Background: an optimization exercise with open tools, aiming at small area, a short achievable clock period and few clock cycles per item. Do not read the settings as production practice.
Function was not checked in any run shown here: the RTL went through the layout flow alone.
Power is estimated from default activity; no workload was simulated.

==> config.mk <==
export PLATFORM = sky130hd
export DESIGN_NAME = Out_of_Order_divider
export DESIGN_NICKNAME = Out_of_Order_divider
export VERILOG_FILES = /design/flow/design.v
export SDC_FILE = /design/flow/constraint.sdc
export NUM_CORES = 4
export LEC_CHECK = 0
export CAP_MARGIN = 20
export CORE_MARGIN = 2
export CORE_UTILIZATION = 40
export PLACE_DENSITY = 0.6
export SLEW_MARGIN = 20
==> constraint.sdc <==
create_clock -name core_clock -period 6.0 [get_ports {clk}]
set_input_delay 1.2000 -clock core_clock [delete_from_list [all_inputs] [get_ports {clk}]]
set_output_delay 1.2000 -clock core_clock [all_outputs]
set_load 0.01 [all_outputs]
==> design.v <==
module single_divider (Clk, a_in, d_in, q_out, r_out);
input Clk;
input [7:0] a_in, d_in;
output [7:0] q_out, r_out;
wire [0:0] x0 = a_in[7:7];
wire [1:0] b_0;
wire [0:0] df_0;
assign b_0[0] = 1'b0;
assign df_0[0] = x0[0] ^ d_in[0] ^ b_0[0];
assign b_0[1] = (~x0[0] & d_in[0]) | (~(x0[0] ^ d_in[0]) & b_0[0]);
wire ge_0 = (d_in[7:1] == 0) && !b_0[1];
wire [0:0] r1 = ge_0 ? df_0 : x0;
wire [0:0] qq1 = {ge_0};
wire [6:0] aa1 = a_in[6:0];
wire [1:0] x1 = {r1, aa1[6:6]};
wire [2:0] b_1;
wire [1:0] df_1;
assign b_1[0] = 1'b0;
assign df_1[0] = x1[0] ^ d_in[0] ^ b_1[0];
assign b_1[1] = (~x1[0] & d_in[0]) | (~(x1[0] ^ d_in[0]) & b_1[0]);
assign df_1[1] = x1[1] ^ d_in[1] ^ b_1[1];
assign b_1[2] = (~x1[1] & d_in[1]) | (~(x1[1] ^ d_in[1]) & b_1[1]);
wire ge_1 = (d_in[7:2] == 0) && !b_1[2];
wire [1:0] r2 = ge_1 ? df_1 : x1;
wire [1:0] qq2 = {qq1, ge_1};
wire [5:0] aa2 = aa1[5:0];
wire [2:0] x2 = {r2, aa2[5:5]};
wire [3:0] b_2;
wire [2:0] df_2;
assign b_2[0] = 1'b0;
assign df_2[0] = x2[0] ^ d_in[0] ^ b_2[0];
assign b_2[1] = (~x2[0] & d_in[0]) | (~(x2[0] ^ d_in[0]) & b_2[0]);
assign df_2[1] = x2[1] ^ d_in[1] ^ b_2[1];
assign b_2[2] = (~x2[1] & d_in[1]) | (~(x2[1] ^ d_in[1]) & b_2[1]);
assign df_2[2] = x2[2] ^ d_in[2] ^ b_2[2];
assign b_2[3] = (~x2[2] & d_in[2]) | (~(x2[2] ^ d_in[2]) & b_2[2]);
wire ge_2 = (d_in[7:3] == 0) && !b_2[3];
wire [2:0] r3 = ge_2 ? df_2 : x2;
wire [2:0] qq3 = {qq2, ge_2};
wire [4:0] aa3 = aa2[4:0];
reg [2:0] r_p1;
always @(posedge Clk) r_p1 <= r3;
reg [4:0] a_p1;
always @(posedge Clk) a_p1 <= aa3;
reg [2:0] q_p1;
always @(posedge Clk) q_p1 <= qq3;
reg [7:0] d_p1;
always @(posedge Clk) d_p1 <= d_in;
wire [3:0] x3 = {r_p1, a_p1[4:4]};
wire [4:0] b_3;
assign b_3[0] = 1'b0;
assign b_3[1] = x3[0] ? (d_p1[0] & b_3[0]) : (d_p1[0] | b_3[0]);
assign b_3[2] = x3[1] ? (d_p1[1] & b_3[1]) : (d_p1[1] | b_3[1]);
assign b_3[3] = x3[2] ? (d_p1[2] & b_3[2]) : (d_p1[2] | b_3[2]);
assign b_3[4] = x3[3] ? (d_p1[3] & b_3[3]) : (d_p1[3] | b_3[3]);
wire ge_3 = (d_p1[7:4] == 0) && !b_3[4];
wire [3:0] r4 = x3 ^ ({4{ge_3}} & (d_p1[3:0] ^ b_3[3:0]));
wire [3:0] qq4 = {q_p1, ge_3};
wire [3:0] aa4 = a_p1[3:0];
wire [4:0] x4 = {r4, aa4[3:3]};
wire [5:0] b_4;
assign b_4[0] = 1'b0;
assign b_4[1] = x4[0] ? (d_p1[0] & b_4[0]) : (d_p1[0] | b_4[0]);
assign b_4[2] = x4[1] ? (d_p1[1] & b_4[1]) : (d_p1[1] | b_4[1]);
assign b_4[3] = x4[2] ? (d_p1[2] & b_4[2]) : (d_p1[2] | b_4[2]);
assign b_4[4] = x4[3] ? (d_p1[3] & b_4[3]) : (d_p1[3] | b_4[3]);
assign b_4[5] = x4[4] ? (d_p1[4] & b_4[4]) : (d_p1[4] | b_4[4]);
wire ge_4 = (d_p1[7:5] == 0) && !b_4[5];
wire [4:0] r5 = x4 ^ ({5{ge_4}} & (d_p1[4:0] ^ b_4[4:0]));
wire [4:0] qq5 = {qq4, ge_4};
wire [2:0] aa5 = aa4[2:0];
reg [4:0] r_p2;
always @(posedge Clk) r_p2 <= r5;
reg [2:0] a_p2;
always @(posedge Clk) a_p2 <= aa5;
reg [4:0] q_p2;
always @(posedge Clk) q_p2 <= qq5;
reg [7:0] d_p2;
always @(posedge Clk) d_p2 <= d_p1;
wire [5:0] x5 = {r_p2, a_p2[2:2]};
wire [6:0] b_5;
assign b_5[0] = 1'b0;
assign b_5[1] = x5[0] ? (d_p2[0] & b_5[0]) : (d_p2[0] | b_5[0]);
assign b_5[2] = x5[1] ? (d_p2[1] & b_5[1]) : (d_p2[1] | b_5[1]);
assign b_5[3] = x5[2] ? (d_p2[2] & b_5[2]) : (d_p2[2] | b_5[2]);
assign b_5[4] = x5[3] ? (d_p2[3] & b_5[3]) : (d_p2[3] | b_5[3]);
assign b_5[5] = x5[4] ? (d_p2[4] & b_5[4]) : (d_p2[4] | b_5[4]);
assign b_5[6] = x5[5] ? (d_p2[5] & b_5[5]) : (d_p2[5] | b_5[5]);
wire ge_5 = (d_p2[7:6] == 0) && !b_5[6];
wire [5:0] r6 = x5 ^ ({6{ge_5}} & (d_p2[5:0] ^ b_5[5:0]));
wire [5:0] qq6 = {q_p2, ge_5};
wire [1:0] aa6 = a_p2[1:0];
wire [6:0] x6 = {r6, aa6[1:1]};
wire [7:0] b_6;
assign b_6[0] = 1'b0;
assign b_6[1] = x6[0] ? (d_p2[0] & b_6[0]) : (d_p2[0] | b_6[0]);
assign b_6[2] = x6[1] ? (d_p2[1] & b_6[1]) : (d_p2[1] | b_6[1]);
assign b_6[3] = x6[2] ? (d_p2[2] & b_6[2]) : (d_p2[2] | b_6[2]);
assign b_6[4] = x6[3] ? (d_p2[3] & b_6[3]) : (d_p2[3] | b_6[3]);
assign b_6[5] = x6[4] ? (d_p2[4] & b_6[4]) : (d_p2[4] | b_6[4]);
assign b_6[6] = x6[5] ? (d_p2[5] & b_6[5]) : (d_p2[5] | b_6[5]);
assign b_6[7] = x6[6] ? (d_p2[6] & b_6[6]) : (d_p2[6] | b_6[6]);
wire ge_6 = (d_p2[7:7] == 0) && !b_6[7];
wire [6:0] r7 = x6 ^ ({7{ge_6}} & (d_p2[6:0] ^ b_6[6:0]));
wire [6:0] qq7 = {qq6, ge_6};
wire [0:0] aa7 = aa6[0:0];
reg [6:0] r_p3;
always @(posedge Clk) r_p3 <= r7;
reg [0:0] a_p3;
always @(posedge Clk) a_p3 <= aa7;
reg [6:0] q_p3;
always @(posedge Clk) q_p3 <= qq7;
reg [7:0] d_p3;
always @(posedge Clk) d_p3 <= d_p2;
wire [7:0] x7 = {r_p3, a_p3[0:0]};
wire [8:0] b_7;
assign b_7[0] = 1'b0;
assign b_7[1] = x7[0] ? (d_p3[0] & b_7[0]) : (d_p3[0] | b_7[0]);
assign b_7[2] = x7[1] ? (d_p3[1] & b_7[1]) : (d_p3[1] | b_7[1]);
assign b_7[3] = x7[2] ? (d_p3[2] & b_7[2]) : (d_p3[2] | b_7[2]);
assign b_7[4] = x7[3] ? (d_p3[3] & b_7[3]) : (d_p3[3] | b_7[3]);
assign b_7[5] = x7[4] ? (d_p3[4] & b_7[4]) : (d_p3[4] | b_7[4]);
assign b_7[6] = x7[5] ? (d_p3[5] & b_7[5]) : (d_p3[5] | b_7[5]);
assign b_7[7] = x7[6] ? (d_p3[6] & b_7[6]) : (d_p3[6] | b_7[6]);
assign b_7[8] = x7[7] ? (d_p3[7] & b_7[7]) : (d_p3[7] | b_7[7]);
wire ge_7 = 1'b1 && !b_7[8];
wire [7:0] r8 = x7 ^ ({8{ge_7}} & (d_p3[7:0] ^ b_7[7:0]));
wire [7:0] qq8 = {q_p3, ge_7};
reg [7:0] r_p4;
always @(posedge Clk) r_p4 <= r8;
reg [7:0] q_p4;
always @(posedge Clk) q_p4 <= qq8;
assign q_out = q_p4;
assign r_out = r_p4;
endmodule
`timescale 1 ns / 100 ps
module Out_of_Order_divider (clk, rst, start, memory_write_complete, dd_addr, dd_data, qr_we, qr_addr, qr_data);
input clk, rst, start;
output memory_write_complete;
output [4:0] dd_addr;
input [15:0] dd_data;
output qr_we;
output [4:0] qr_addr;
output [15:0] qr_data;
reg [5:0] cnt;
reg run;
wire last = run && (cnt == 6'd35);
always @(posedge clk, posedge rst)
begin
  if (rst) begin
    cnt <= 6'd0;
    run <= 1'b0;
  end else if (last) begin
    cnt <= 6'd0;
    run <= 1'b0;
  end else if (start || run) begin
    cnt <= cnt + 6'd1;
    run <= 1'b1;
  end
end
wire [5:0] wcnt = cnt - 6'd4;
assign dd_addr = cnt[4:0];
assign qr_we = run && (cnt >= 6'd4);
assign qr_addr = wcnt[4:0];
assign memory_write_complete = last;
single_divider divider (.Clk(clk), .a_in(dd_data[15:8]), .d_in(dd_data[7:0]), .q_out(qr_data[15:8]), .r_out(qr_data[7:0]));
endmodule
==> flow/run.sh <==
#!/bin/bash
# The standard layout, with every input and output port buffered by a
# sky130_fd_sc_hd__buf_1 instead of the resizer's default choice.
set -euo pipefail
bash standard.sh BUFFER_PORTS_ARGS="-buffer_cell sky130_fd_sc_hd__buf_1" ADDER_MAP_FILE= finish > standard.log 2>&1
==> standard.sh <==
#!/bin/bash
# synth_recipe.tcl (not shown) runs the flow's synth.tcl, then flattens the netlist and writes it again
# the make line also repeats each setting of config.mk as NAME=value (left out here)
make -C /OpenROAD-flow-scripts/flow DESIGN_CONFIG=/design/flow/config.mk WORK_HOME=/design/flow/orfs CLKGATE_MAP_FILE= SYNTH_SCRIPT=/design/flow/synth_recipe.tcl "${@:-finish}"
==> impl_metrics.py, run 1 <==
metrics = {
    "run_status": {
        "status": "finished clean",
    },
    "setup_path": {
        "critPathMaxFanout": 9,
        "cp_slowest_cell": "dfxtp_1",
        "worstPathArrival_ns": 3.85,
        "reg2reg_depth": 11,
        "crit_path_start_kind": "register",
        "critPathMaxStageDelay_ns": 0.57,
        "reg2reg_to": "divider.r_p3[5]$_DFF_P_",
        "rrSetupSlack_ns": 2.38,
        "crit_family": "compound AO/OA/AOI/OAI gates",
        "crit_required_ns": 6.23,
        "critical_path_class": "reg2reg",
        "crit_top_cell": "a21oi_1",
        "path_cells": "inv_1 > a211oi_1 > or4_1 > a31oi_1 > a21oi_1 > a21oi_1 > a311o_1 > a2111o_1 > a31oi_2 > nand3_1 > xor2_1",
        "setup.worst_path.start": "divider.d_p2[1]$_DFF_P_",
        "crit_buf_inv": 1,
        "worst_setup_path_end_kind": "register",
        "r2r-start": "divider.d_p2[1]$_DFF_P_",
    },
    "placed_design": {
        "place_hpwl_um": 5448,
        "io_buffer_count": 46,
        "gp_congestion": 0.9185,
    },
    "synthesis": {
        "synth_area_leaders": "dfxtp_1 42%, xnor2_1 5.9%, dfrtp_1 4.7%",
        "synth_largest_type_area_fraction": 0.4240,
        "synth_top_cell_by_area": "dfxtp_1",
        "synthTopCellsByCount": "79 x dfxtp_1, 33 x nand2_1, 26 x inv_1, 25 x xnor2_1, 24 x nor2_1",
        "syn_inst": 394,
        "ys_ff_latch": 86,
        "synth_warnings": 2,
        "synthFlopType": "dfxtp_1",
        "ys_async_sr_fraction": 0.08140,
        "synth_edf_count": 0,
        "synth_area_mm2": 0.003730,
        "avgSynthCellArea_um2": 9.467,
        "syn_nets": 413,
        "synth.most_common_cell": "dfxtp_1",
        "synth.distinct_cells": 62,
        "ys_seq_area_frac": 0.4710,
    },
    "clock_network": {
        "cts_root_buf": "clkbuf_8",
        "clockBufferDepth": 2,
        "post-cts-setup-buffers": 0,
        "clk_pin_slew_ns": 0.08,
        "clock_latency_ns": 0.36,
        "cts_hold_buf": 0,
        "cts_tree": "done",
        "cts_sinks": 86,
        "htreeDepth": 3,
        "cts_inserted_buffers": 9,
        "cts-resized-gates": 0,
    },
    "detailed_routing": {
        "dr.pass1.iters": 4,
        "wl_um": 7228,
        "vias_per_cell": 5.279,
        "drc": 0,
        "routedWlPerCell_um": 13.12,
        "dr_total_vias": 2909,
        "ant_nets": 0,
        "drt_iter0_drc": 201,
    },
    "hold_path": {
        "hold_start": "divider.q_p3[6]$_DFF_P_",
        "hold_class": "reg2reg",
        "holdPathStages": 0,
        "holdPathEnd": "divider.q_p4[7]$_DFF_P_",
    },
    "timing": {
        "fin_setup_tns_ns": 0,
        "period_needed_ns": 3.625,
        "worst_slew_pin_slew_ns": 0.4656,
        "slew_violations": 0,
        "fmax_mhz": 275.9,
        "period_share": 0.6041,
        "max-slew-margin-rel": 0.6874,
        "hold_viol_final": 0,
        "skew_ns": 0.009469,
        "setup_viol": 0,
        "rsz0062_at_grt": "false",
    },
    "floorplanning": {
        "die_w_um": 100.6,
        "dieArea_mm2": 0.01011,
        "num_rows": 35,
        "initial_utilization": 0.4075,
        "io_pins": 47,
        "core_mm2": 0.009153,
        "die_h_um": 100.6,
    },
    "power": {
        "power.switching_uw": 470.3,
        "power_frac_clock": 0.264,
        "p_int_uw": 978.9,
        "p_per_area_mw_per_mm2": 349.8,
        "fin_total_pwr_mw": 1.449,
        "p_sw_frac": 0.3245,
        "vdd_drop_max_mv": 0.1328,
        "p_seq_frac": 0.497,
        "combinationalPowerShare": 0.239,
        "power_leakage_nw": 1.599,
    },
    "global_route": {
        "grt_usage": 0.1539,
        "antenna_found_initial": 0,
        "grt.overflow.total": 0,
        "grt_pass1_wl_um": 12440,
        "grt_max_degree": 16,
        "grt_pass1_vias": 2668,
    },
    "flow_run": {
        "maxCapViolations": 0,
    },
    "final_layout": {
        "seq_area_mm2": 0.001757,
        "multiInputGateArea_mm2": 0.001785,
        "fin_nets": 454,
        "area_delta_synth_final_pct": 11.07,
        "diodes": 0,
        "fillers": 872,
        "drive_gt1_frac": 0.07500,
    },
}
[registers in the layout, indices dropped and copies added (netlist names)]
register,count
divider.d_p1,8
divider.d_p2,8
divider.d_p3,8
divider.q_p4,8
divider.r_p4,8
divider.q_p3,7
divider.r_p3,7
cnt,6
divider.a_p1,5
divider.q_p2,5
divider.r_p2,5
divider.a_p2,3
divider.q_p1,3
divider.r_p1,3
divider.a_p3,1
run,1
[routing by layer]
| metal | track usage | up-vias | routed length, um |
|---|---|---|---|
| met4 | 0.04847 | 0 | 91 |
| met3 | 0.04854 | 10 | 392 |
| met1 | 0.1862 | 1341 | 3245 |
| li1 | - | 1471 | - |
| met5 | 0 | - | 0 |
| met2 | 0.2607 | 87 | 3498 |
[worst max-delay path by stage]
stage | slack (ns) | endpoint | depth (start not counted)
2_1_floorplan | 2.73 | divider.r_p1[1]$_DFF_P_ | 11
3_3_place_gp | 2.50 | divider.r_p1[1]$_DFF_P_ | 12
3_5_place_dp | 2.35 | divider.r_p1[1]$_DFF_P_ | 12
4_1_cts | 2.40 | divider.r_p3[5]$_DFF_P_ | 11
5_1_grt | 2.12 | divider.r_p3[5]$_DFF_P_ | 11
6_report | 2.38 | divider.r_p3[5]$_DFF_P_ | 11
[cells by family after synthesis]
group / count (synthesis) / share of synthesized area
adders and majority gates: 11 / 0.03254
AOI/OAI and AO/OA: 92 / 0.1842
DFF: 86 / 0.4710
and+or+nand+nor: 119 / 0.1573
xor gates and xnor gates: 40 / 0.09393
muxes: 4 / 0.01074
buffers and inverters: 42 / 0.05032
[power by group through the flow]
stage | Combinational (mW) | Clock (mW) | Sequential [mW]
2_1_floorplan | 0.293 | 0 | 0.721
3_3_place_gp | 0.342 | 0 | 0.734
3_5_place_dp | 0.347 | 0 | 0.734
4_1_cts | 0.348 | 0.402 | 0.721
5_1_grt | 0.388 | 0.433 | 0.733
6_report | 0.346 | 0.383 | 0.721
[layout make-up]
class                   count  area share
flip-flops and latches     86      0.4240
clock buffers              11     0.03654
multi-input cells         266      0.4310
clock inverters             5    0.009665
repair buffers             46     0.04168
well taps                 111     0.03352
inverters                  26     0.02356
[through the flow]
stage / hold slack, ns / cell area [um^2] / utilization / cells / worst slack (ns)
CTS: 0.3332 / 4143 / 0.4526 / 551 / 2.400
global placement: 0.3121 / 3951 / 0.4317 / 535 / 2.504
global route: 0.3409 / 4143 / 0.4526 / 551 / 2.118
detailed placement: 0.3121 / 3951 / 0.4317 / 535 / 2.352
floorplan: 0.3096 / 3730 / - / 394 / 2.731
finish: 0.3311 / 4143 / 0.4526 / 551 / 2.375
[worst register-to-register path, stage by stage, from the launching register on]
cell and delay [ns]:
dfxtp_1 0.57, inv_1 0.13, a211oi_1 0.41, or4_1 0.26, a31oi_1 0.15, a21oi_1 0.28, a21oi_1 0.16, a311o_1 0.43
a2111o_1 0.44, a31oi_2 0.37, nand3_1 0.15, xor2_1 0.16
[cell usage in the layout, fill, tap and decap left out, types with 3 or more instances in the layout]
cell type	n
a211o_1	3
a211oi_1	5
a21boi_0	4
a21oi_1	12
a31oi_1	4
and3_1	4
buf_1	46
clkbuf_8	11
dfrtp_1	7
dfxtp_1	79
inv_1	26
maj3_2	9
mux2i_1	4
nand2_1	33
nand2b_1	12
nand3_1	14
nor2_1	24
nor2b_1	7
nor3_1	7
nor4_1	3
o21a_1	5
o21ai_0	17
o21ai_1	3
o31a_1	3
o31ai_1	4
or3_1	4
xnor2_1	25
xor2_1	15
==> run 2, diff against run 1 <==
--- a/design.v
+++ b/design.v
@@ -51,6 +51,6 @@
 assign b_3[0] = 1'b0;
-assign b_3[1] = x3[0] ? (d_p1[0] & b_3[0]) : (d_p1[0] | b_3[0]);
-assign b_3[2] = x3[1] ? (d_p1[1] & b_3[1]) : (d_p1[1] | b_3[1]);
-assign b_3[3] = x3[2] ? (d_p1[2] & b_3[2]) : (d_p1[2] | b_3[2]);
-assign b_3[4] = x3[3] ? (d_p1[3] & b_3[3]) : (d_p1[3] | b_3[3]);
+assign b_3[1] = (~x3[0] & d_p1[0]) | (~(x3[0] ^ d_p1[0]) & b_3[0]);
+assign b_3[2] = (~x3[1] & d_p1[1]) | (~(x3[1] ^ d_p1[1]) & b_3[1]);
+assign b_3[3] = (~x3[2] & d_p1[2]) | (~(x3[2] ^ d_p1[2]) & b_3[2]);
+assign b_3[4] = (~x3[3] & d_p1[3]) | (~(x3[3] ^ d_p1[3]) & b_3[3]);
 wire ge_3 = (d_p1[7:4] == 0) && !b_3[4];
@@ -62,7 +62,7 @@
 assign b_4[0] = 1'b0;
-assign b_4[1] = x4[0] ? (d_p1[0] & b_4[0]) : (d_p1[0] | b_4[0]);
-assign b_4[2] = x4[1] ? (d_p1[1] & b_4[1]) : (d_p1[1] | b_4[1]);
-assign b_4[3] = x4[2] ? (d_p1[2] & b_4[2]) : (d_p1[2] | b_4[2]);
-assign b_4[4] = x4[3] ? (d_p1[3] & b_4[3]) : (d_p1[3] | b_4[3]);
-assign b_4[5] = x4[4] ? (d_p1[4] & b_4[4]) : (d_p1[4] | b_4[4]);
+assign b_4[1] = (~x4[0] & d_p1[0]) | (~(x4[0] ^ d_p1[0]) & b_4[0]);
+assign b_4[2] = (~x4[1] & d_p1[1]) | (~(x4[1] ^ d_p1[1]) & b_4[1]);
+assign b_4[3] = (~x4[2] & d_p1[2]) | (~(x4[2] ^ d_p1[2]) & b_4[2]);
+assign b_4[4] = (~x4[3] & d_p1[3]) | (~(x4[3] ^ d_p1[3]) & b_4[3]);
+assign b_4[5] = (~x4[4] & d_p1[4]) | (~(x4[4] ^ d_p1[4]) & b_4[4]);
 wire ge_4 = (d_p1[7:5] == 0) && !b_4[5];
@@ -82,8 +82,8 @@
 assign b_5[0] = 1'b0;
-assign b_5[1] = x5[0] ? (d_p2[0] & b_5[0]) : (d_p2[0] | b_5[0]);
-assign b_5[2] = x5[1] ? (d_p2[1] & b_5[1]) : (d_p2[1] | b_5[1]);
-assign b_5[3] = x5[2] ? (d_p2[2] & b_5[2]) : (d_p2[2] | b_5[2]);
-assign b_5[4] = x5[3] ? (d_p2[3] & b_5[3]) : (d_p2[3] | b_5[3]);
-assign b_5[5] = x5[4] ? (d_p2[4] & b_5[4]) : (d_p2[4] | b_5[4]);
-assign b_5[6] = x5[5] ? (d_p2[5] & b_5[5]) : (d_p2[5] | b_5[5]);
+assign b_5[1] = (~x5[0] & d_p2[0]) | (~(x5[0] ^ d_p2[0]) & b_5[0]);
+assign b_5[2] = (~x5[1] & d_p2[1]) | (~(x5[1] ^ d_p2[1]) & b_5[1]);
+assign b_5[3] = (~x5[2] & d_p2[2]) | (~(x5[2] ^ d_p2[2]) & b_5[2]);
+assign b_5[4] = (~x5[3] & d_p2[3]) | (~(x5[3] ^ d_p2[3]) & b_5[3]);
+assign b_5[5] = (~x5[4] & d_p2[4]) | (~(x5[4] ^ d_p2[4]) & b_5[4]);
+assign b_5[6] = (~x5[5] & d_p2[5]) | (~(x5[5] ^ d_p2[5]) & b_5[5]);
 wire ge_5 = (d_p2[7:6] == 0) && !b_5[6];
@@ -95,9 +95,9 @@
 assign b_6[0] = 1'b0;
-assign b_6[1] = x6[0] ? (d_p2[0] & b_6[0]) : (d_p2[0] | b_6[0]);
-assign b_6[2] = x6[1] ? (d_p2[1] & b_6[1]) : (d_p2[1] | b_6[1]);
-assign b_6[3] = x6[2] ? (d_p2[2] & b_6[2]) : (d_p2[2] | b_6[2]);
-assign b_6[4] = x6[3] ? (d_p2[3] & b_6[3]) : (d_p2[3] | b_6[3]);
-assign b_6[5] = x6[4] ? (d_p2[4] & b_6[4]) : (d_p2[4] | b_6[4]);
-assign b_6[6] = x6[5] ? (d_p2[5] & b_6[5]) : (d_p2[5] | b_6[5]);
-assign b_6[7] = x6[6] ? (d_p2[6] & b_6[6]) : (d_p2[6] | b_6[6]);
+assign b_6[1] = (~x6[0] & d_p2[0]) | (~(x6[0] ^ d_p2[0]) & b_6[0]);
+assign b_6[2] = (~x6[1] & d_p2[1]) | (~(x6[1] ^ d_p2[1]) & b_6[1]);
+assign b_6[3] = (~x6[2] & d_p2[2]) | (~(x6[2] ^ d_p2[2]) & b_6[2]);
+assign b_6[4] = (~x6[3] & d_p2[3]) | (~(x6[3] ^ d_p2[3]) & b_6[3]);
+assign b_6[5] = (~x6[4] & d_p2[4]) | (~(x6[4] ^ d_p2[4]) & b_6[4]);
+assign b_6[6] = (~x6[5] & d_p2[5]) | (~(x6[5] ^ d_p2[5]) & b_6[5]);
+assign b_6[7] = (~x6[6] & d_p2[6]) | (~(x6[6] ^ d_p2[6]) & b_6[6]);
 wire ge_6 = (d_p2[7:7] == 0) && !b_6[7];
@@ -117,10 +117,10 @@
 assign b_7[0] = 1'b0;
-assign b_7[1] = x7[0] ? (d_p3[0] & b_7[0]) : (d_p3[0] | b_7[0]);
-assign b_7[2] = x7[1] ? (d_p3[1] & b_7[1]) : (d_p3[1] | b_7[1]);
-assign b_7[3] = x7[2] ? (d_p3[2] & b_7[2]) : (d_p3[2] | b_7[2]);
-assign b_7[4] = x7[3] ? (d_p3[3] & b_7[3]) : (d_p3[3] | b_7[3]);
-assign b_7[5] = x7[4] ? (d_p3[4] & b_7[4]) : (d_p3[4] | b_7[4]);
-assign b_7[6] = x7[5] ? (d_p3[5] & b_7[5]) : (d_p3[5] | b_7[5]);
-assign b_7[7] = x7[6] ? (d_p3[6] & b_7[6]) : (d_p3[6] | b_7[6]);
-assign b_7[8] = x7[7] ? (d_p3[7] & b_7[7]) : (d_p3[7] | b_7[7]);
+assign b_7[1] = (~x7[0] & d_p3[0]) | (~(x7[0] ^ d_p3[0]) & b_7[0]);
+assign b_7[2] = (~x7[1] & d_p3[1]) | (~(x7[1] ^ d_p3[1]) & b_7[1]);
+assign b_7[3] = (~x7[2] & d_p3[2]) | (~(x7[2] ^ d_p3[2]) & b_7[2]);
+assign b_7[4] = (~x7[3] & d_p3[3]) | (~(x7[3] ^ d_p3[3]) & b_7[3]);
+assign b_7[5] = (~x7[4] & d_p3[4]) | (~(x7[4] ^ d_p3[4]) & b_7[4]);
+assign b_7[6] = (~x7[5] & d_p3[5]) | (~(x7[5] ^ d_p3[5]) & b_7[5]);
+assign b_7[7] = (~x7[6] & d_p3[6]) | (~(x7[6] ^ d_p3[6]) & b_7[6]);
+assign b_7[8] = (~x7[7] & d_p3[7]) | (~(x7[7] ^ d_p3[7]) & b_7[7]);
 wire ge_7 = 1'b1 && !b_7[8];
==> run 2 against run 1 <==
  * Design area rose by 6.4%
  * Flip-flop and latch count did not move
  * Still clean
  * Total power rose by 5.7%
  * Clock skew fell by 0.0014 ns
  * Via count rose by 3.4%
  * Cell count rose by 8.5%
  * Die area rose by 5.4%
  * Setup slack improved by 0.14 ns
  * Largest power group unchanged
  * Register-to-register slack improved by 0.14 ns
  * Fmax rose by 4.1%
  * Global-route usage fell by 0.27 points
  * Synthesized cell count rose by 6.9%
==> impl_metrics.py, run 2 <==
metrics = {
    "run_status": {
        "status": "finished clean",
    },
    "setup_path": {
        "cp_slowest_cell": "dfxtp_1",
        "worst-path-stages": 11,
        "critical_path_class": "reg2reg",
        "worstPathArrival_ns": 3.71,
        "reg2reg_depth": 11,
        "critPathMaxFanout": 13,
        "crit_family": "compound AO/OA/AOI/OAI gates",
        "crit_buf_inv": 0,
        "crit_required_ns": 6.23,
        "crit_top_cell": "nand2b_1",
        "setup.worst_path.start": "divider.d_p2[0]$_DFF_P_",
        "worst_setup_path_end_kind": "register",
        "critPathMaxStageDelay_ns": 0.63,
        "r2r-start": "divider.d_p2[0]$_DFF_P_",
        "path_cells": "nand2b_1 > a211oi_1 > a21o_1 > a21boi_1 > o311ai_0 > nor3_2 > o221a_4 > o31ai_2 > a22oi_2 > nand2b_1 > xnor2_1",
        "crit_path_start_kind": "register",
    },
    "synthesis": {
        "ys_async_sr_fraction": 0.08140,
        "synth_edf_count": 0,
        "synthTopCellsByCount": "79 x dfxtp_1, 33 x xnor2_1, 28 x nor2_1, 27 x nand2_1, 25 x inv_1",
        "synth_top_cell_by_area": "dfxtp_1",
        "synth_area_mm2": 0.003939,
        "synth.most_common_cell": "dfxtp_1",
        "synth.distinct_cells": 75,
        "avgSynthCellArea_um2": 9.356,
        "synth_warnings": 2,
        "ys_seq_area_frac": 0.4460,
        "synth_largest_type_area_fraction": 0.4015,
        "syn_nets": 440,
        "syn_inst": 421,
        "synthFlopType": "dfxtp_1",
        "ys_ff_latch": 86,
        "synth_area_leaders": "dfxtp_1 40%, xnor2_1 7.3%, dfrtp_1 4.4%",
    },
    "detailed_routing": {
        "dr_wl_met2_um": 3384,
        "met3_length_um": 327,
        "wl_um": 7221,
        "routedWlPerCell_um": 12.08,
        "drc": 0,
        "ant_nets": 0,
        "m1WireLength_um": 3343,
        "vias_per_cell": 5.030,
        "highest_layer": "met4",
        "drt_iter0_drc": 262,
        "dr.pass1.iters": 4,
        "dr_total_vias": 3008,
    },
    "global_route": {
        "antenna_found_initial": 0,
        "grt_pass1_wl_um": 12620,
        "grt_usage": 0.1512,
        "grt_max_degree": 16,
        "grt_pass1_vias": 2788,
        "grt.overflow.total": 0,
    },
    "timing": {
        "hold_viol_final": 0,
        "period_needed_ns": 3.481,
        "skew_ns": 0.008106,
        "hold-worst-slack_ns": 0.3262,
        "period_share": 0.5801,
        "fmax_mhz": 287.3,
        "worst_slew_pin_slew_ns": 0.6589,
        "slew_violations": 0,
        "rsz0062_at_grt": "false",
        "layout_setup_ws_ns": 2.519,
        "fin_setup_tns_ns": 0,
        "max-slew-margin-rel": 0.5567,
        "setup_viol": 0,
    },
    "floorplanning": {
        "num_rows": 36,
        "io_pins": 47,
        "dieArea_mm2": 0.01066,
        "core_mm2": 0.009684,
        "die_w_um": 103.2,
        "die_h_um": 103.2,
        "initial_utilization": 0.4067,
    },
    "clock_network": {
        "cts_tree": "done",
        "cts_root_buf": "clkbuf_8",
        "cts_hold_buf": 0,
        "cts_sinks": 86,
        "cts-resized-gates": 0,
        "htreeDepth": 3,
        "cts_inserted_buffers": 9,
        "clk_pin_slew_ns": 0.08,
        "post-cts-setup-buffers": 0,
        "clockBufferDepth": 2,
        "clock_latency_ns": 0.35,
    },
    "hold_path": {
        "holdPathStages": 0,
        "hold_start": "divider.a_p1[1]$_DFF_P_",
        "hold_class": "reg2reg",
    },
    "power": {
        "power_leakage_nw": 1.703,
        "p_per_area_mw_per_mm2": 347.4,
        "vdd_drop_max_mv": 0.1540,
    },
    "final_layout": {
        "instances_no_fill": 598,
        "final_common_cell": "dfxtp_1",
        "diodes": 0,
        "area_delta_synth_final_pct": 11.94,
        "drive_gt1_frac": 0.09677,
        "fin_nets": 479,
        "final_cell_mix": "79 x dfxtp_1, 46 x buf_1, 33 x xnor2_1",
    },
    "placed_design": {
        "gp_congestion": 0.8693,
        "dp_cells": 582,
        "io_buffer_count": 46,
        "place_hpwl_um": 5452,
        "pre_cts_slack_ns": 2.387,
    },
    "flow_run": {
        "maxCapViolations": 0,
    },
}
run 2: worst reg2reg max path, cell delays in order, from the launching register on:
cell      delay [ns]
dfxtp_1         0.63
nand2b_1        0.18
a211oi_1        0.32
a21o_1          0.28
a21boi_1        0.13
o311ai_0        0.52
nor3_2          0.15
o221a_4         0.30
o31ai_2         0.33
a22oi_2         0.19
nand2b_1        0.19
xnor2_1         0.14
run 2: cells by family after synthesis:
| kind of cell | Yosys count | synth area share |
|---|---|---|
| buffers and inverters | 45 | 0.05146 |
| AO/OA/AOI/OAI | 97 | 0.1871 |
| AND/OR/NAND/NOR | 139 | 0.1890 |
| flip-flops | 86 | 0.4460 |
| adder cells (fa/ha/maj) | 8 | 0.02224 |
| XOR/XNOR | 41 | 0.09117 |
| multiplexers | 5 | 0.01302 |
run 2: power breakdown:
group	internal, mW	switching (mW)	leakage [nW]	total [mW]
clock network	0.260	0.197	0.117	0.456
registers	0.648	0.0691	0.740	0.717
logic	0.160	0.198	0.846	0.358
run 2: area by class of cell:
| type | count | area (um^2) |
|---|---|---|
| Tap cell | 133 | 166.4 |
| Clock inverter | 4 | 77.57 |
| Inverter | 27 | 101.3 |
| Fill cell | 933 | 5275 |
| Timing Repair Buffer | 46 | 172.7 |
| Multi-Input combinational cell | 290 | 1979 |
| Clock buffer | 12 | 155.1 |
| Sequential cell | 86 | 1757 |
run 2: path summary, 6_finish.rpt:
path / slack, ns / endpoint
setup / recovery: 2.52 / divider.r_p3[0]$_DFF_P_
hold / removal: 0.33 / divider.a_p2[1]$_DFF_P_
setup reg to reg: 2.52 / divider.r_p3[0]$_DFF_P_
hold reg to reg: 0.33 / divider.a_p2[1]$_DFF_P_
max in group asynchronous: 5.06 / run$_DFFE_PP0P_
min in group asynchronous: 0.73 / cnt[3]$_DFFE_PP0P_
run 2: through the flow:
stage               power (mW)    util  area, um^2
floorplan                1.025       -        3939
global placement         1.084  0.4313        4177
detailed placement       1.092  0.4313        4177
CTS                      1.550  0.4553        4409
global route             1.634  0.4553        4409
finish                   1.532  0.4553        4409
run 2: routing by layer:
| metal | track usage | vias up |
|---|---|---|
| li1 | - | 1545 |
| met3 | 0.03629 | 16 |
| met1 | 0.1889 | 1346 |
| met5 | 0 | - |
| met4 | 0.07085 | 0 |
| met2 | 0.2468 | 101 |
==> run 3, diff against run 2 <==
--- a/design.v
+++ b/design.v
@@ -50,9 +50,14 @@
 wire [4:0] b_3;
+wire [3:0] df_3;
 assign b_3[0] = 1'b0;
+assign df_3[0] = x3[0] ^ d_p1[0] ^ b_3[0];
 assign b_3[1] = (~x3[0] & d_p1[0]) | (~(x3[0] ^ d_p1[0]) & b_3[0]);
+assign df_3[1] = x3[1] ^ d_p1[1] ^ b_3[1];
 assign b_3[2] = (~x3[1] & d_p1[1]) | (~(x3[1] ^ d_p1[1]) & b_3[1]);
+assign df_3[2] = x3[2] ^ d_p1[2] ^ b_3[2];
 assign b_3[3] = (~x3[2] & d_p1[2]) | (~(x3[2] ^ d_p1[2]) & b_3[2]);
+assign df_3[3] = x3[3] ^ d_p1[3] ^ b_3[3];
 assign b_3[4] = (~x3[3] & d_p1[3]) | (~(x3[3] ^ d_p1[3]) & b_3[3]);
 wire ge_3 = (d_p1[7:4] == 0) && !b_3[4];
-wire [3:0] r4 = x3 ^ ({4{ge_3}} & (d_p1[3:0] ^ b_3[3:0]));
+wire [3:0] r4 = ge_3 ? df_3 : x3;
 wire [3:0] qq4 = {q_p1, ge_3};
@@ -61,10 +66,16 @@
 wire [5:0] b_4;
+wire [4:0] df_4;
 assign b_4[0] = 1'b0;
+assign df_4[0] = x4[0] ^ d_p1[0] ^ b_4[0];
 assign b_4[1] = (~x4[0] & d_p1[0]) | (~(x4[0] ^ d_p1[0]) & b_4[0]);
+assign df_4[1] = x4[1] ^ d_p1[1] ^ b_4[1];
 assign b_4[2] = (~x4[1] & d_p1[1]) | (~(x4[1] ^ d_p1[1]) & b_4[1]);
+assign df_4[2] = x4[2] ^ d_p1[2] ^ b_4[2];
 assign b_4[3] = (~x4[2] & d_p1[2]) | (~(x4[2] ^ d_p1[2]) & b_4[2]);
+assign df_4[3] = x4[3] ^ d_p1[3] ^ b_4[3];
 assign b_4[4] = (~x4[3] & d_p1[3]) | (~(x4[3] ^ d_p1[3]) & b_4[3]);
+assign df_4[4] = x4[4] ^ d_p1[4] ^ b_4[4];
 assign b_4[5] = (~x4[4] & d_p1[4]) | (~(x4[4] ^ d_p1[4]) & b_4[4]);
 wire ge_4 = (d_p1[7:5] == 0) && !b_4[5];
-wire [4:0] r5 = x4 ^ ({5{ge_4}} & (d_p1[4:0] ^ b_4[4:0]));
+wire [4:0] r5 = ge_4 ? df_4 : x4;
 wire [4:0] qq5 = {qq4, ge_4};
@@ -81,11 +92,18 @@
 wire [6:0] b_5;
+wire [5:0] df_5;
 assign b_5[0] = 1'b0;
+assign df_5[0] = x5[0] ^ d_p2[0] ^ b_5[0];
 assign b_5[1] = (~x5[0] & d_p2[0]) | (~(x5[0] ^ d_p2[0]) & b_5[0]);
+assign df_5[1] = x5[1] ^ d_p2[1] ^ b_5[1];
 assign b_5[2] = (~x5[1] & d_p2[1]) | (~(x5[1] ^ d_p2[1]) & b_5[1]);
+assign df_5[2] = x5[2] ^ d_p2[2] ^ b_5[2];
 assign b_5[3] = (~x5[2] & d_p2[2]) | (~(x5[2] ^ d_p2[2]) & b_5[2]);
+assign df_5[3] = x5[3] ^ d_p2[3] ^ b_5[3];
 assign b_5[4] = (~x5[3] & d_p2[3]) | (~(x5[3] ^ d_p2[3]) & b_5[3]);
+assign df_5[4] = x5[4] ^ d_p2[4] ^ b_5[4];
 assign b_5[5] = (~x5[4] & d_p2[4]) | (~(x5[4] ^ d_p2[4]) & b_5[4]);
+assign df_5[5] = x5[5] ^ d_p2[5] ^ b_5[5];
 assign b_5[6] = (~x5[5] & d_p2[5]) | (~(x5[5] ^ d_p2[5]) & b_5[5]);
 wire ge_5 = (d_p2[7:6] == 0) && !b_5[6];
-wire [5:0] r6 = x5 ^ ({6{ge_5}} & (d_p2[5:0] ^ b_5[5:0]));
+wire [5:0] r6 = ge_5 ? df_5 : x5;
 wire [5:0] qq6 = {q_p2, ge_5};
@@ -94,12 +112,20 @@
 wire [7:0] b_6;
+wire [6:0] df_6;
 assign b_6[0] = 1'b0;
+assign df_6[0] = x6[0] ^ d_p2[0] ^ b_6[0];
 assign b_6[1] = (~x6[0] & d_p2[0]) | (~(x6[0] ^ d_p2[0]) & b_6[0]);
+assign df_6[1] = x6[1] ^ d_p2[1] ^ b_6[1];
 assign b_6[2] = (~x6[1] & d_p2[1]) | (~(x6[1] ^ d_p2[1]) & b_6[1]);
+assign df_6[2] = x6[2] ^ d_p2[2] ^ b_6[2];
 assign b_6[3] = (~x6[2] & d_p2[2]) | (~(x6[2] ^ d_p2[2]) & b_6[2]);
+assign df_6[3] = x6[3] ^ d_p2[3] ^ b_6[3];
 assign b_6[4] = (~x6[3] & d_p2[3]) | (~(x6[3] ^ d_p2[3]) & b_6[3]);
+assign df_6[4] = x6[4] ^ d_p2[4] ^ b_6[4];
 assign b_6[5] = (~x6[4] & d_p2[4]) | (~(x6[4] ^ d_p2[4]) & b_6[4]);
+assign df_6[5] = x6[5] ^ d_p2[5] ^ b_6[5];
 assign b_6[6] = (~x6[5] & d_p2[5]) | (~(x6[5] ^ d_p2[5]) & b_6[5]);
+assign df_6[6] = x6[6] ^ d_p2[6] ^ b_6[6];
 assign b_6[7] = (~x6[6] & d_p2[6]) | (~(x6[6] ^ d_p2[6]) & b_6[6]);
 wire ge_6 = (d_p2[7:7] == 0) && !b_6[7];
-wire [6:0] r7 = x6 ^ ({7{ge_6}} & (d_p2[6:0] ^ b_6[6:0]));
+wire [6:0] r7 = ge_6 ? df_6 : x6;
 wire [6:0] qq7 = {qq6, ge_6};
@@ -116,13 +142,22 @@
 wire [8:0] b_7;
+wire [7:0] df_7;
 assign b_7[0] = 1'b0;
+assign df_7[0] = x7[0] ^ d_p3[0] ^ b_7[0];
 assign b_7[1] = (~x7[0] & d_p3[0]) | (~(x7[0] ^ d_p3[0]) & b_7[0]);
+assign df_7[1] = x7[1] ^ d_p3[1] ^ b_7[1];
 assign b_7[2] = (~x7[1] & d_p3[1]) | (~(x7[1] ^ d_p3[1]) & b_7[1]);
+assign df_7[2] = x7[2] ^ d_p3[2] ^ b_7[2];
 assign b_7[3] = (~x7[2] & d_p3[2]) | (~(x7[2] ^ d_p3[2]) & b_7[2]);
+assign df_7[3] = x7[3] ^ d_p3[3] ^ b_7[3];
 assign b_7[4] = (~x7[3] & d_p3[3]) | (~(x7[3] ^ d_p3[3]) & b_7[3]);
+assign df_7[4] = x7[4] ^ d_p3[4] ^ b_7[4];
 assign b_7[5] = (~x7[4] & d_p3[4]) | (~(x7[4] ^ d_p3[4]) & b_7[4]);
+assign df_7[5] = x7[5] ^ d_p3[5] ^ b_7[5];
 assign b_7[6] = (~x7[5] & d_p3[5]) | (~(x7[5] ^ d_p3[5]) & b_7[5]);
+assign df_7[6] = x7[6] ^ d_p3[6] ^ b_7[6];
 assign b_7[7] = (~x7[6] & d_p3[6]) | (~(x7[6] ^ d_p3[6]) & b_7[6]);
+assign df_7[7] = x7[7] ^ d_p3[7] ^ b_7[7];
 assign b_7[8] = (~x7[7] & d_p3[7]) | (~(x7[7] ^ d_p3[7]) & b_7[7]);
 wire ge_7 = 1'b1 && !b_7[8];
-wire [7:0] r8 = x7 ^ ({8{ge_7}} & (d_p3[7:0] ^ b_7[7:0]));
+wire [7:0] r8 = ge_7 ? df_7 : x7;
 wire [7:0] qq8 = {q_p3, ge_7};
==> run 3 against run 2 <==
  * Still clean
  * Worst hold slack worse by 0.00073 ns
  * Synthesized cell count is 10% lower
  * Count of clock-buffer cells in the layout is the same
  * Synthesized area is 6.4% lower
  * Setup slack improved by 0.061 ns
  * Combinational power down 6.1%
  * Design area decreased by 6.4%
  * Die area is 6.1% lower
  * Total power shrank 3.9%
  * Cell count is 11% lower
  * Clock skew about the same
  * Largest cell class is now registers
==> impl_metrics.py, run 3 <==
metrics = {
    "hold_path": {
        "hold_start": "divider.q_p3[1]$_DFF_P_",
        "holdPathEnd": "divider.q_p4[2]$_DFF_P_",
        "holdPathStages": 0,
        "hold_class": "reg2reg",
    },
    "timing": {
        "slew_violations": 0,
        "setup_viol": 0,
        "max-slew-margin-rel": 0.6280,
        "rsz0062_at_grt": "false",
        "fin_setup_tns_ns": 0,
        "hold-worst-slack_ns": 0.3255,
        "period_share": 0.5699,
        "fmax_mhz": 292.4,
        "hold_viol_final": 0,
        "skew_ns": 0.007637,
        "worst_slew_pin_slew_ns": 0.5561,
        "period_needed_ns": 3.419,
    },
    "synthesis": {
        "synth_area_mm2": 0.003689,
        "ys_seq_area_frac": 0.4763,
        "synthFlopType": "dfxtp_1",
        "synthTopCellsByCount": "79 x dfxtp_1, 36 x xnor2_1, 35 x nand2_1, 26 x nor2_1, 23 x inv_1",
        "ys_ff_latch": 86,
        "syn_inst": 377,
        "synth_top_cell_by_area": "dfxtp_1",
        "synth_warnings": 2,
        "synth_area_leaders": "dfxtp_1 43%, xnor2_1 8.5%, dfrtp_1 4.7%",
        "synth.distinct_cells": 68,
        "synth.most_common_cell": "dfxtp_1",
        "avgSynthCellArea_um2": 9.784,
        "ys_async_sr_fraction": 0.08140,
        "synth_edf_count": 0,
        "syn_nets": 396,
        "synth_largest_type_area_fraction": 0.4288,
    },
    "setup_path": {
        "rrSetupSlack_ns": 2.58,
        "worst_setup_path_end_kind": "register",
        "crit_required_ns": 6.28,
        "reg2reg_to": "divider.r_p3[1]$_DFF_P_",
        "critical_path_class": "reg2reg",
        "critPathMaxFanout": 10,
        "path_cells": "nand2b_1 > o211a_4 > or3_1 > a22oi_2 > xnor2_1 > or3_1 > a221o_1 > o31ai_2 > o41ai_4 > nor3_1 > a311oi_2 > xnor2_1",
        "critPathMaxStageDelay_ns": 0.56,
        "crit_family": "compound AO/OA/AOI/OAI gates",
        "worstPathArrival_ns": 3.70,
        "r2r-start": "divider.d_p2[0]$_DFF_P_",
        "reg2reg_depth": 12,
        "crit_path_start_kind": "register",
        "crit_buf_inv": 0,
        "cp_slowest_cell": "o41ai_4",
    },
    "clock_network": {
        "post-cts-setup-buffers": 0,
        "cts-resized-gates": 0,
        "clk_pin_slew_ns": 0.08,
        "clock_latency_ns": 0.35,
        "cts_hold_buf": 0,
        "clockBufferDepth": 2,
        "cts_root_buf": "clkbuf_8",
        "cts_tree": "done",
        "cts_sinks": 86,
        "cts_inserted_buffers": 9,
        "htreeDepth": 3,
    },
    "final_layout": {
        "fin_area_mm2": 0.004126,
        "final_cell_mix": "79 x dfxtp_1, 46 x buf_1, 36 x xnor2_1",
        "final_common_cell": "dfxtp_1",
        "instances_no_fill": 535,
        "diodes": 0,
        "fin_nets": 438,
        "area_delta_synth_final_pct": 11.87,
        "drive_gt1_frac": 0.09670,
        "fillers": 930,
    },
    "placed_design": {
        "place_hpwl_um": 4539,
        "place_area_mm2": 0.003908,
        "dp_cells": 519,
        "gp_congestion": 0.8159,
        "io_buffer_count": 46,
    },
    "detailed_routing": {
        "met3_length_um": 193,
        "highest_layer": "met4",
        "dr_total_vias": 2599,
        "drc": 0,
        "m1WireLength_um": 2766,
        "drt_iter0_drc": 89,
        "dr_wl_met2_um": 3033,
        "vias_per_cell": 4.858,
        "dr.pass1.iters": 4,
        "wl_um": 6089,
        "routedWlPerCell_um": 11.38,
        "ant_nets": 0,
    },
    "floorplanning": {
        "dieArea_mm2": 0.01001,
        "core_mm2": 0.009109,
        "num_rows": 35,
        "die_h_um": 100.0,
        "io_pins": 47,
        "initial_utilization": 0.4049,
        "die_w_um": 100.0,
    },
    "power": {
        "power_frac_clock": 0.288,
        "fin_total_pwr_mw": 1.472,
        "p_sw_frac": 0.3007,
        "combinationalPowerShare": 0.228,
        "p_seq_frac": 0.484,
        "vdd_drop_max_mv": 0.1013,
        "power.switching_uw": 442.8,
        "p_per_area_mw_per_mm2": 356.8,
        "power_leakage_nw": 1.567,
        "p_int_mw": 1.030,
    },
    "global_route": {
        "grt_pass1_vias": 2443,
        "antenna_found_initial": 0,
        "grt_usage": 0.1305,
        "grt_pass1_wl_um": 10560,
        "grt.overflow.total": 0,
        "grt_max_degree": 15,
    },
    "flow_run": {
        "maxCapViolations": 0,
    },
    "run_status": {
        "status": "finished clean",
    },
}
==> run 3: cell types whose count changed after synthesis, sizes merged, moves of 5 or more <==
cell,delta
nand2,+9
nand2b,-8
nor2b,-5
nor3,-5
==> run 3: layer usage <==
| layer | vias up | GRT usage |
|---|---|---|
| li1 | 1366 | - |
| met1 | 1183 | 0.1449 |
| met2 | 41 | 0.2323 |
| met3 | 9 | 0.03969 |
| met4 | 0 | 0.05374 |
| met5 | - | 0 |
==> run 3: layout make-up <==
cell class	count	area [um^2]	share of cell area
clock buffer	12	166.4	0.04033
clock inverter	4	52.55	0.01273
inverter	24	90.09	0.02183
multi-input combinational	252	1749	0.4239
sequential	86	1757	0.4257
tap	111	138.9	0.03366
timing repair buffer	46	172.7	0.04184
==> run 3: cell families after synthesis <==
family | share of synthesized area
AND/OR/NAND/NOR | 0.1513
AO/OA/AOI/OAI | 0.1879
XOR/XNOR | 0.1069
buffers and inverters | 0.04952
flip-flops | 0.4763
adder cells (fa/ha/maj) | 0.02815
==> run 3: worst max path at each step <==
stage / from / end / slack [ns] / cells past startpoint
floorplan: divider.d_p2[0]$_DFF_P_ / divider.r_p3[1]$_DFF_P_ / 2.97 / 13
global placement: dd_data[1] / divider.r_p1[1]$_DFF_P_ / 2.64 / 10
detailed placement: dd_data[1] / divider.r_p1[1]$_DFF_P_ / 2.60 / 10
CTS: divider.d_p2[0]$_DFF_P_ / divider.r_p3[1]$_DFF_P_ / 2.58 / 12
global route: divider.d_p2[0]$_DFF_P_ / divider.r_p3[1]$_DFF_P_ / 2.24 / 12
finish: divider.d_p2[0]$_DFF_P_ / divider.r_p3[1]$_DFF_P_ / 2.58 / 12
==> run 3: power by group through the flow <==
stage          sequential, mW  clock [mW]  combinational (mW)
3_3_place_gp            0.725           0               0.334
3_5_place_dp            0.727           0               0.339
2_1_floorplan           0.722           0               0.284
6_report                0.713       0.424               0.336
4_1_cts                 0.714       0.443               0.340
5_1_grt                 0.728       0.462               0.380
==> run 3: metrics by stage <==
step                      worst slack, ns    util
after floorplan                     2.967       -
after global placement              2.637  0.4290
after detailed placement            2.600  0.4290
after CTS                           2.579  0.4530
after global routing                2.243  0.4530
final                               2.581  0.4530
==> run 4, diff against run 3 <==
--- a/config.mk
+++ b/config.mk
@@ -10,2 +10,3 @@
 export CORE_UTILIZATION = 40
+export GPL_TIMING_DRIVEN = 1
 export PLACE_DENSITY = 0.6
==> run 4 against run 3 <==
  * Routed wire length unchanged
  * Critical path depth unchanged
  * Sequential share of layout area unchanged
  * Global-route usage unchanged
  * Highest routed layer unchanged
  * Clock power about the same
==> impl_metrics.py, run 4 <==
metrics = {
    "timing": {
        "fin_setup_tns_ns": 0,
        "worst_slew_pin_slew_ns": 0.5561,
        "period_share": 0.5699,
        "rsz0062_at_grt": "false",
        "max-slew-margin-rel": 0.6280,
        "hold_viol_final": 0,
        "slew_violations": 0,
        "setup_viol": 0,
        "period_needed_ns": 3.419,
        "fmax_mhz": 292.4,
        "layout_setup_ws_ns": 2.581,
        "skew_ns": 0.007637,
    },
    "detailed_routing": {
        "dr_total_vias": 2599,
        "drt_iter0_drc": 89,
        "ant_nets": 0,
        "wl_um": 6089,
        "vias_per_cell": 4.858,
        "dr.pass1.iters": 4,
        "drc": 0,
        "routedWlPerCell_um": 11.38,
    },
    "setup_path": {
        "cp_slowest_cell": "o41ai_4",
        "r2r-start": "divider.d_p2[0]$_DFF_P_",
        "crit_family": "compound AO/OA/AOI/OAI gates",
        "crit_path_start_kind": "register",
        "crit_buf_inv": 0,
        "rrSetupSlack_ns": 2.58,
        "critPathMaxStageDelay_ns": 0.56,
        "critPathMaxFanout": 10,
        "critical_path_class": "reg2reg",
        "worst_setup_path_end_kind": "register",
        "path_cells": "nand2b_1 > o211a_4 > or3_1 > a22oi_2 > xnor2_1 > or3_1 > a221o_1 > o31ai_2 > o41ai_4 > nor3_1 > a311oi_2 > xnor2_1",
        "setup.worst_path.start": "divider.d_p2[0]$_DFF_P_",
        "worstPathArrival_ns": 3.70,
        "crit_required_ns": 6.28,
    },
    "synthesis": {
        "syn_inst": 377,
        "synth_warnings": 2,
        "synthFlopType": "dfxtp_1",
        "synth_area_leaders": "dfxtp_1 43%, xnor2_1 8.5%, dfrtp_1 4.7%",
        "synth_largest_type_area_fraction": 0.4288,
        "synth_edf_count": 0,
        "synth.distinct_cells": 68,
        "avgSynthCellArea_um2": 9.784,
        "syn_nets": 396,
        "ys_async_sr_fraction": 0.08140,
        "synth_area_mm2": 0.003689,
        "ys_ff_latch": 86,
        "ys_seq_area_frac": 0.4763,
        "synthTopCellsByCount": "79 x dfxtp_1, 36 x xnor2_1, 35 x nand2_1, 26 x nor2_1, 23 x inv_1",
        "synth.most_common_cell": "dfxtp_1",
        "synth_top_cell_by_area": "dfxtp_1",
    },
    "run_status": {
        "status": "finished clean",
    },
    "power": {
        "power_leakage_nw": 1.567,
        "p_per_area_mw_per_mm2": 356.8,
        "vdd_drop_max_mv": 0.1013,
    },
    "placed_design": {
        "pre_cts_slack_ns": 2.600,
        "io_buffer_count": 46,
        "gp_congestion": 0.8159,
        "place_hpwl_um": 4539,
    },
    "final_layout": {
        "multiInputGateArea_mm2": 0.001749,
        "final_cell_mix": "79 x dfxtp_1, 46 x buf_1, 36 x xnor2_1",
        "seq_area_mm2": 0.001757,
        "fin_nets": 438,
        "fillers": 930,
        "final_util": 0.4530,
        "area_delta_synth_final_pct": 11.87,
        "diodes": 0,
        "drive_gt1_frac": 0.09670,
        "final_common_cell": "dfxtp_1",
    },
    "clock_network": {
        "post-cts-setup-buffers": 0,
        "clk_pin_slew_ns": 0.08,
        "cts_tree": "done",
        "clock_latency_ns": 0.35,
        "cts_hold_buf": 0,
        "cts-resized-gates": 0,
        "cts_sinks": 86,
        "htreeDepth": 3,
        "clockBufferDepth": 2,
        "cts_root_buf": "clkbuf_8",
        "cts_inserted_buffers": 9,
    },
    "floorplanning": {
        "die_w_um": 100.0,
        "io_pins": 47,
        "die_h_um": 100.0,
        "dieArea_mm2": 0.01001,
        "num_rows": 35,
        "initial_utilization": 0.4049,
        "core_mm2": 0.009109,
    },
    "flow_run": {
        "maxCapViolations": 0,
    },
    "global_route": {
        "grt_max_degree": 15,
        "grt_pass1_wl_um": 10560,
        "grt.overflow.total": 0,
        "grt_pass1_vias": 2443,
        "grt_usage": 0.1305,
        "antenna_found_initial": 0,
    },
    "hold_path": {
        "hold_class": "reg2reg",
        "hold_start": "divider.q_p3[1]$_DFF_P_",
    },
}
[run 4: cell counts in the layout (fill, tap and decap cells not counted)]
No cell type changed its count.
[run 4: logic make-up (layout without fill, tap and decap cells)]
kind of cell             count (synthesis)  after routing  synth area share
AND/OR/NAND/NOR                        114            114            0.1513
adder cells (fa/ha/maj)                 10             10           0.02815
buffers and inverters                   39             86           0.04952
flip-flops                              86             86            0.4763
AO/OA/AOI/OAI                           83             83            0.1879
XOR/XNOR                                45             45            0.1069
[run 4: report_power, final]
part / internal [mW] / switching [mW]
clock network: 0.230 / 0.194
registers: 0.649 / 0.0646
logic: 0.151 / 0.185
[run 4: path summary, 6_finish.rpt]
check / endpoint / depth (start not counted)
worst min-delay path: divider.q_p4[2]$_DFF_P_ / 0
max in group asynchronous: cnt[4]$_DFFE_PP0P_ / 2
worst min register to register: divider.q_p4[2]$_DFF_P_ / 0
worst max register to register: divider.r_p3[1]$_DFF_P_ / 12
min in group asynchronous: cnt[3]$_DFFE_PP0P_ / 2
worst max-delay path: divider.r_p3[1]$_DFF_P_ / 12
[run 4: through the flow]
stage,hold slack (ns),area (um^2),instances,total power [mW]
finish,0.3255,4126,535,1.472
global placement,0.3124,3908,519,1.059
global route,0.3379,4126,535,1.571
detailed placement,0.3121,3908,519,1.065
floorplan,0.3096,3689,377,1.006
CTS,0.3322,4126,535,1.496
[run 4: area by class of cell]
type,count,area share
Clock buffer,12,0.04033
Clock inverter,4,0.01273
Inverter,24,0.02183
Multi-Input combinational cell,252,0.4239
Sequential cell,86,0.4257
Tap cell,111,0.03366
Timing Repair Buffer,46,0.04184
[run 4: per-layer routing]
metal | track usage | part of all wire | vias up | routed length, um
li1 | - | - | 1366 | -
met1 | 0.1449 | 0.45 | 1183 | 2766
met2 | 0.2323 | 0.50 | 41 | 3033
met3 | 0.03969 | 0.032 | 9 | 193
met4 | 0.05374 | 0.016 | 0 | 96
met5 | 0 | 0 | - | 0
==> run 5, diff against run 4 <==
--- a/config.mk
+++ b/config.mk
@@ -10,4 +10,4 @@
 export CORE_UTILIZATION = 40
-export GPL_TIMING_DRIVEN = 1
 export PLACE_DENSITY = 0.6
+export SETUP_SLACK_MARGIN = 2.8
 export SLEW_MARGIN = 20
==> run 5 against run 4 <==
  * Die area unchanged
  * Critical endpoint unchanged
  * Still clean
  * Via count increased by 2.7%
  * Setup slack improved by 0.23 ns
  * Fmax increased by 7.3%
  * Synthesized area unchanged
  * Count of clock-buffer cells in the layout unchanged
  * Sequential share of layout area decreased by 2.0 points
  * Highest routed layer unchanged
  * Synthesized cell count unchanged
==> impl_metrics.py, run 5 <==
metrics = {
    "final_layout": {
        "fin_area_mm2": 0.004373,
        "final_cell_mix": "68 x dfxtp_1, 46 x buf_1, 35 x nand2_1",
        "fin_nets": 449,
        "diodes": 0,
        "final_common_cell": "dfxtp_1",
        "area_delta_synth_final_pct": 18.55,
        "drive_gt1_frac": 0.1931,
    },
    "detailed_routing": {
        "dr_total_vias": 2669,
        "drt_iter0_drc": 71,
        "met3_length_um": 185,
        "routedWlPerCell_um": 11.60,
        "wl_um": 6332,
        "drc": 0,
        "vias_per_cell": 4.888,
        "dr.pass1.iters": 5,
        "ant_nets": 0,
        "dr_wl_met2_um": 3264,
        "m1WireLength_um": 2788,
        "highest_layer": "met4",
    },
    "setup_path": {
        "r2r-start": "divider.d_p2[7]$_DFF_P_",
        "reg2reg_depth": 14,
        "critical_path_class": "reg2reg",
        "crit_required_ns": 6.24,
        "critPathMaxFanout": 5,
        "crit_path_start_kind": "register",
        "crit_buf_inv": 3,
        "crit_family": "compound AO/OA/AOI/OAI gates",
        "reg2reg_to": "divider.r_p3[1]$_DFF_P_",
        "worstPathArrival_ns": 3.42,
        "cp_slowest_cell": "a221o_1",
        "rrSetupSlack_ns": 2.81,
        "path_cells": "or2_4 > a211oi_4 > buf_6 > a2bb2oi_4 > a22o_1 > a22o_1 > or3_4 > a221o_1 > o31ai_4 > o41ai_4 > buf_4 > buf_4 > a311oi_2 > xnor2_1",
        "critPathMaxStageDelay_ns": 0.36,
        "worst_setup_path_end_kind": "register",
    },
    "placed_design": {
        "place_area_mm2": 0.003908,
        "gp_congestion": 0.8159,
        "place_hpwl_um": 4539,
        "io_buffer_count": 46,
    },
    "timing": {
        "slew_violations": 0,
        "period_needed_ns": 3.186,
        "period_share": 0.5310,
        "fmax_mhz": 313.9,
        "hold_viol_final": 0,
        "fin_setup_tns_ns": 0,
        "rsz0062_at_grt": "true",
        "setup_viol": 0,
        "max-slew-margin-rel": 0.7157,
        "skew_ns": 0.007354,
        "worst_slew_pin_slew_ns": 0.4249,
    },
    "flow_run": {
        "maxCapViolations": 0,
    },
    "global_route": {
        "grt_usage": 0.1310,
        "grt_pass1_wl_um": 10580,
        "grt_pass1_vias": 2457,
        "grt.overflow.total": 0,
        "antenna_found_initial": 0,
        "grt_max_degree": 15,
    },
    "clock_network": {
        "cts_root_buf": "clkbuf_8",
        "cts_tree": "done",
        "clock_latency_ns": 0.34,
        "cts_sinks": 86,
        "clk_pin_slew_ns": 0.08,
        "clockBufferDepth": 2,
        "cts_inserted_buffers": 9,
        "cts_hold_buf": 0,
        "htreeDepth": 3,
    },
    "floorplanning": {
        "dieArea_mm2": 0.01001,
        "die_w_um": 100.0,
        "num_rows": 35,
        "initial_utilization": 0.4049,
        "core_mm2": 0.009109,
        "io_pins": 47,
        "die_h_um": 100.0,
    },
    "synthesis": {
        "synthFlopType": "dfxtp_1",
        "synthTopCellsByCount": "79 x dfxtp_1, 36 x xnor2_1, 35 x nand2_1, 26 x nor2_1, 23 x inv_1",
        "avgSynthCellArea_um2": 9.784,
        "ys_ff_latch": 86,
        "synth_top_cell_by_area": "dfxtp_1",
        "ys_seq_area_frac": 0.4763,
        "synth_area_mm2": 0.003689,
        "synth.distinct_cells": 68,
        "synth_warnings": 2,
        "ys_async_sr_fraction": 0.08140,
        "syn_inst": 377,
        "synth_area_leaders": "dfxtp_1 43%, xnor2_1 8.5%, dfrtp_1 4.7%",
        "syn_nets": 396,
        "synth_largest_type_area_fraction": 0.4288,
        "synth.most_common_cell": "dfxtp_1",
        "synth_edf_count": 0,
    },
    "hold_path": {
        "hold_class": "reg2reg",
        "holdPathEnd": "divider.q_p4[2]$_DFF_P_",
        "hold_start": "divider.q_p3[1]$_DFF_P_",
        "holdPathStages": 0,
    },
    "run_status": {
        "status": "finished clean",
    },
    "power": {
        "power_leakage_nw": 1.663,
        "p_per_area_mw_per_mm2": 344.4,
        "vdd_drop_max_mv": 0.1036,
    },
}
[run 5: cell counts after synthesis]
Identical to the previous run, type by type.
[run 5: what timing repair did]
item	4_1_cts	5_1_grt
setup buffers	1	10
pin swaps	1	15
endpoints found under the setup margin	7	15
resized for setup	6	38
endpoints found under the hold margin	0	0
[run 5: worst max path at each step]
stage	from	endpoint	slack, ns	cells past startpoint
2_1_floorplan	divider.d_p2[0]$_DFF_P_	divider.r_p3[1]$_DFF_P_	2.97	13
3_3_place_gp	dd_data[1]	divider.r_p1[1]$_DFF_P_	2.64	10
3_5_place_dp	dd_data[1]	divider.r_p1[1]$_DFF_P_	2.60	10
4_1_cts	divider.d_p2[6]$_DFF_P_	divider.r_p3[1]$_DFF_P_	2.80	12
5_1_grt	divider.a_p2[2]$_DFF_P_	divider.r_p3[1]$_DFF_P_	2.71	13
6_report	divider.d_p2[7]$_DFF_P_	divider.r_p3[1]$_DFF_P_	2.81	14
[run 5: layout make-up]
type / count / area, um^2
Fill cell: 882 / 4736
Multi-Input combinational cell: 252 / 1891
Sequential cell: 86 / 1775
Timing Repair Buffer: 57 / 259.0
Clock buffer: 12 / 166.4
Tap cell: 111 / 138.9
Inverter: 24 / 90.09
Clock inverter: 4 / 52.55
[run 5: kinds of logic (layout without fill, tap and decap cells)]
logic type | after synthesis | in the layout | share of synthesized area
xor gates and xnor gates | 45 | 45 | 0.1069
and+or+nand+nor | 114 | 114 | 0.1513
adders and majority gates | 10 | 10 | 0.02815
DFF | 86 | 86 | 0.4763
AOI/OAI and AO/OA | 83 | 83 | 0.1879
buffers and inverters | 39 | 97 | 0.04952
[run 5: power by group]
part	internal (mW)	switching [mW]	leakage, nW
Combinational	0.170	0.198	0.811
Sequential	0.649	0.0661	0.741
Clock	0.230	0.193	0.112
Total	1.05	0.457	1.66
[run 5: through the flow]
step	power, mW	util	instances	hold WS, ns	setup WS (ns)
finish	1.506	0.4801	546	0.3269	2.814
global route	1.605	0.4801	546	0.3379	2.713
CTS	1.499	0.4554	536	0.3322	2.797
detailed placement	1.065	0.4290	519	0.3121	2.600
global placement	1.059	0.4290	519	0.3124	2.637
floorplan	1.006	-	377	0.3096	2.967
[run 5: metal layers]
metal  up-vias  track usage
met4         0      0.05374
met3         9      0.03969
met2        37       0.2349
li1       1391            -
met5         -            0
met1      1232       0.1440

## static timing again, ports no longer ideal
The flow's constraints put no driver on any port. The routed layouts listed below were extracted and timed again, unchanged, in two steps.
Step 1 sets driving cells, clkbuf_16 on the clock port and buf_2 on the other inputs (assumed; they add their load-dependent delay and slew).
Step 2 also shifts input and output timing later by t, the mid clock arrival at the registers, as if the neighbouring blocks saw the same clock.
Three values: ideal ports, drivers, drivers and shift; two values: the first two.
| run | shift t [ns] | setup WS [ns] | worst hold slack (ns) | latest minus earliest clock arrival (ns) | slew at the worst register clock pin (ns) |
|---|---|---|---|---|---|
| run 1 | 0.382 | 2.375 / 2.375 / 2.352 | 0.331 / 0.331 / 0.331 | 0.009 / 0.009 | 0.09 / 0.09 |
| run 2 | 0.383 | 2.519 / 2.519 / 2.340 | 0.326 / 0.326 / 0.326 | 0.008 / 0.008 | 0.08 / 0.08 |
| run 3 | 0.375 | 2.581 / 2.581 / 2.521 | 0.326 / 0.326 / 0.326 | 0.008 / 0.008 | 0.08 / 0.08 |
| run 4 | 0.375 | 2.581 / 2.581 / 2.521 | 0.326 / 0.326 / 0.326 | 0.008 / 0.008 | 0.08 / 0.08 |
| run 5 | 0.373 | 2.814 / 2.814 / 2.557 | 0.327 / 0.327 / 0.327 | 0.008 / 0.008 | 0.08 / 0.08 |
After both steps setup and hold are still met in every run listed. For run 5, which loses most, drivers alone change the setup slack by 0.000 ns; drivers and shift together by -0.257 ns.
